From an optimization exercise on the open Yosys and OpenROAD flow, aimed at small area; shortcuts taken in it are not production practice. Only simulation tests tie the RTL to the original design; equivalence was not proved. Power is estimated from default activity; no workload was simulated.

Setup of the previous run:
==> flow/design.v (excerpt) <==
module frame_top (
    input         clk,
    input         rst_n,
    input  [15:0] data_in,
    output        crc_err,
    output        fifo_full,
    output        fifo_empty,
    output        crc_valid_o,
    output        data_out_ch1,
    output        data_out_ch2,
    output        data_out_ch3,
    output        data_out_ch4,
    output        data_out_ch5,
    output        data_out_ch6,
    output        data_out_ch7,
    output        data_out_ch8,
    output        data_vld_ch1,
    output        data_vld_ch2,
    output        data_vld_ch3,
    output        data_vld_ch4,
    output        data_vld_ch5,
    output        data_vld_ch6,
    output        data_vld_ch7,
    output        data_vld_ch8
);
    localparam [15:0] CRC_OK = 16'h7b9a;
    reg        e1;               
    reg        t1;               
    reg        dup;              
    reg  [3:0] st;               
    reg [15:0] crc;              
    reg  [7:0] ch_sel;           
    reg        cflag;            
    reg        crc_err_r;
    reg        p0, p1, p2, p3;   
    reg  [3:0] fs;               
    reg  [3:0] wp;               
    reg [15:0] mem [0:7];
    reg  [7:0] vld;              
    reg  [7:0] ow;               
    reg        pb;               
    reg  [3:0] bc;               
    reg  [3:0] rp;               
    wire [15:0] x = data_in ^ ((st[3:1] == 3'd0) ? 16'd0 : crc);
    wire [15:0] crc_nx;
    wire [25:0] s;
    crc_xor2 u_x0 (.a(x[8]), .b(x[12]), .y(s[0]));
    crc_xor2 u_x1 (.a(x[10]), .b(x[14]), .y(s[1]));
    crc_xor2 u_x2 (.a(x[5]), .b(x[9]), .y(s[2]));
    crc_xor2 u_x3 (.a(x[7]), .b(x[11]), .y(s[3]));
    crc_xor2 u_x4 (.a(x[13]), .b(s[2]), .y(s[4]));
    crc_xor2 u_x5 (.a(x[6]), .b(s[1]), .y(s[5]));
    crc_xor2 u_x6 (.a(x[4]), .b(s[0]), .y(s[6]));
    crc_xor2 u_x7 (.a(x[15]), .b(s[3]), .y(s[7]));
    crc_xor2 u_x8 (.a(x[2]), .b(s[5]), .y(s[8]));
    crc_xor2 u_x9 (.a(x[14]), .b(s[7]), .y(s[9]));
    crc_xor2 u_x10 (.a(x[1]), .b(s[4]), .y(s[10]));
    crc_xor2 u_x11 (.a(x[12]), .b(s[10]), .y(s[11]));
  ...
clock: 5.0 ns
lec_check: 0
cap_margin: 20
core_margin: 2
core_utilization: 40
cts_buf_list: sky130_fd_sc_hd__clkbuf_8
cts_cluster_diameter: 150
cts_cluster_size: 16
place_density: 0.6
slew_margin: 20
synth_hierarchical: 1
standard.sh (not shown) runs the stock make flow with config.mk's settings and CLKGATE_MAP_FILE= SYNTH_SCRIPT=/design/flow/synth_recipe.tcl, a recipe that flattens the netlist after the stock synthesis.
==> flow/flow/run.sh <==
#!/bin/bash
# The standard layout (standard.sh, standard synthesis unchanged), with two
# changes: the port buffers are buf_1 cells, and clock tree synthesis uses
# clkbuf_8 in clusters of up to 16 sinks without dummy loads.
set -euo pipefail
export BUFFER_PORTS_ARGS="-buffer_cell sky130_fd_sc_hd__buf_1"
export CTS_ARGS="-sink_clustering_enable -repair_clock_nets -sink_clustering_size 16 -sink_clustering_max_diameter 60 -buf_list {sky130_fd_sc_hd__clkbuf_4 sky130_fd_sc_hd__clkbuf_8} -dont_use_dummy_load"
bash standard.sh > standard.log 2>&1
The previous run: no failed stages, no open violations at the end
What the current run does differently from the previous run at the input level:
# the previous run
export LEC_CHECK = 0
export CAP_MARGIN = 20
export CORE_MARGIN = 2
export CORE_UTILIZATION = 40
export CTS_BUF_LIST = sky130_fd_sc_hd__clkbuf_8
export CTS_CLUSTER_DIAMETER = 150
export CTS_CLUSTER_SIZE = 16
export PLACE_DENSITY = 0.6
export SLEW_MARGIN = 20
export SYNTH_HIERARCHICAL = 1
create_clock -name core_clock -period 5.0 [get_ports {clk}]
# the current run
export LEC_CHECK = 0
export CAP_MARGIN = 0
export CORE_MARGIN = 2
export CORE_UTILIZATION = 60
export PLACE_DENSITY = 0.8
export SLEW_MARGIN = 0
export SYNTH_HIERARCHICAL = 1
create_clock -name core_clock -period 5.0 [get_ports {clk}]
==> flow/flow/run.sh <==
#!/bin/bash
# The standard layout (standard.sh, standard synthesis unchanged), with two
# changes: the port buffers are buf_1 cells, and clock tree synthesis uses
# clkbuf_8 in clusters of up to 16 sinks without dummy loads.
set -euo pipefail
export BUFFER_PORTS_ARGS="-buffer_cell sky130_fd_sc_hd__buf_1"
export CTS_ARGS="-sink_clustering_enable -repair_clock_nets -sink_clustering_size 16 -sink_clustering_max_diameter 150 -buf_list sky130_fd_sc_hd__clkbuf_8 -dont_use_dummy_load"
bash standard.sh > standard.log 2>&1
--- outcome ---
The current run: post-synthesis to final-layout area growth lower than the previous run. The current run: die footprint about 33% below the previous run. The run with more routed wire is the previous run, not the current run. Measured against each other, the current run and the previous run differ in met1 usage in global routing, the higher figure coming from the current run. Taking the previous run as the reference, in the current run internal power of the cells was more or less identical, power dissipated by switching net loads grew by 0.61%, setup slack increased by 0.038 ns relative to the old numbers.

* * *

== red ==
Another version of the RTL of frame_top (not shown whole).
Size: ~38 I/O pins, roughly 8500 sq um of cells after synthesis.
export LEC_CHECK = 0
export CAP_MARGIN = 20
export CORE_MARGIN = 2
export CORE_UTILIZATION = 40
export CTS_BUF_LIST = sky130_fd_sc_hd__clkbuf_8
export CTS_CLUSTER_DIAMETER = 150
export CTS_CLUSTER_SIZE = 16
export PLACE_DENSITY = 0.6
export SLEW_MARGIN = 20
export SYNTH_HIERARCHICAL = 1
create_clock -name core_clock -period 5.0 [get_ports {clk}]
run.sh (not shown) runs the stock make flow with config.mk's settings and CLKGATE_MAP_FILE= SYNTH_SCRIPT=/design/flow/synth_recipe.tcl, a recipe that flattens the netlist after the stock synthesis.
Stock flow here: none of the scripts above is used.
Here is what was changed in the inputs of blue compared with red.
==> flow/flow/run.sh (new file) <==
#!/bin/bash
# The standard layout (standard.sh, standard synthesis unchanged), with two
# changes: the port buffers are buf_1 cells, and clock tree synthesis uses
# clkbuf_8 in clusters of up to 16 sinks without dummy loads.
set -euo pipefail
export BUFFER_PORTS_ARGS="-buffer_cell sky130_fd_sc_hd__buf_1"
export CTS_ARGS="-sink_clustering_enable -repair_clock_nets -sink_clustering_size 16 -sink_clustering_max_diameter 150 -buf_list sky130_fd_sc_hd__clkbuf_8 -dont_use_dummy_load"
bash standard.sh > standard.log 2>&1
==> flow/standard.sh (new file) <==
#!/bin/bash
# synth_recipe.tcl (not shown) runs the flow's synth.tcl, then flattens the netlist and writes it again
# the make line also repeats each setting of config.mk as NAME=value (left out here)
make -C /OpenROAD-flow-scripts/flow DESIGN_CONFIG=/design/flow/config.mk WORK_HOME=/design/flow/orfs CLKGATE_MAP_FILE= SYNTH_SCRIPT=/design/flow/synth_recipe.tcl "${@:-finish}"
removed: flow/run.sh
==> comparison <==
Every stage of the flow completed for blue, and the final layout passed the timing, design-rule and antenna checks.
Taking red as the reference, in blue overall power after layout lower; fraction of power consumed by combinational cells went down by 0.2 points; post-CTS clock slew at the launch and capture registers of the worst setup and hold paths level.
blue vs red on core utilization: blue is the lower one.
blue vs. red: number of vias after detailed routing decreased by 85 relative to the old numbers, wire length was more or less identical.
Compared to red, blue has multi-input logic portion of the cell area 0.74 points higher.
Diff red -> blue: post-layout minimum cycle time shrank by 0.35 ns; ratio of routed vias to standard cells shrank by about 0.6%; final instance area shrank by 2.9%; clock network fraction of design power shrank by 0.6 points.

what the ideal ports hide:
How much do the figures lean on ideal ports? The routed layouts below were timed once more, with nothing changed but the port constraints. Step 1: set_driving_cell puts a clkbuf_16 on clk and a buf_2 on each other input, an assumption about the parent block. Step 2 times the ports against the registers' clock, not the clock port: input delays grow and output delays shrink by t, the midpoint of the rising clock arrivals with the driver on. Three values: no drivers, after step 1, after step 2; two values: the first two.
run	t (ns)	setup WS [ns]	worst data-port slew with drivers (ns)
the previous run	0.485	2.035 / 2.035 / 2.002	0.04
the current run	0.489	2.073 / 2.073 / 1.968	0.03
red	0.530	1.755 / 1.715 / 1.571	0.04
blue	0.532	2.106 / 2.072 / 2.008	0.05
After both steps every run listed still meets setup and hold. For red, which loses most, drivers alone change the setup slack by -0.040 ns; drivers and shift together by -0.184 ns.
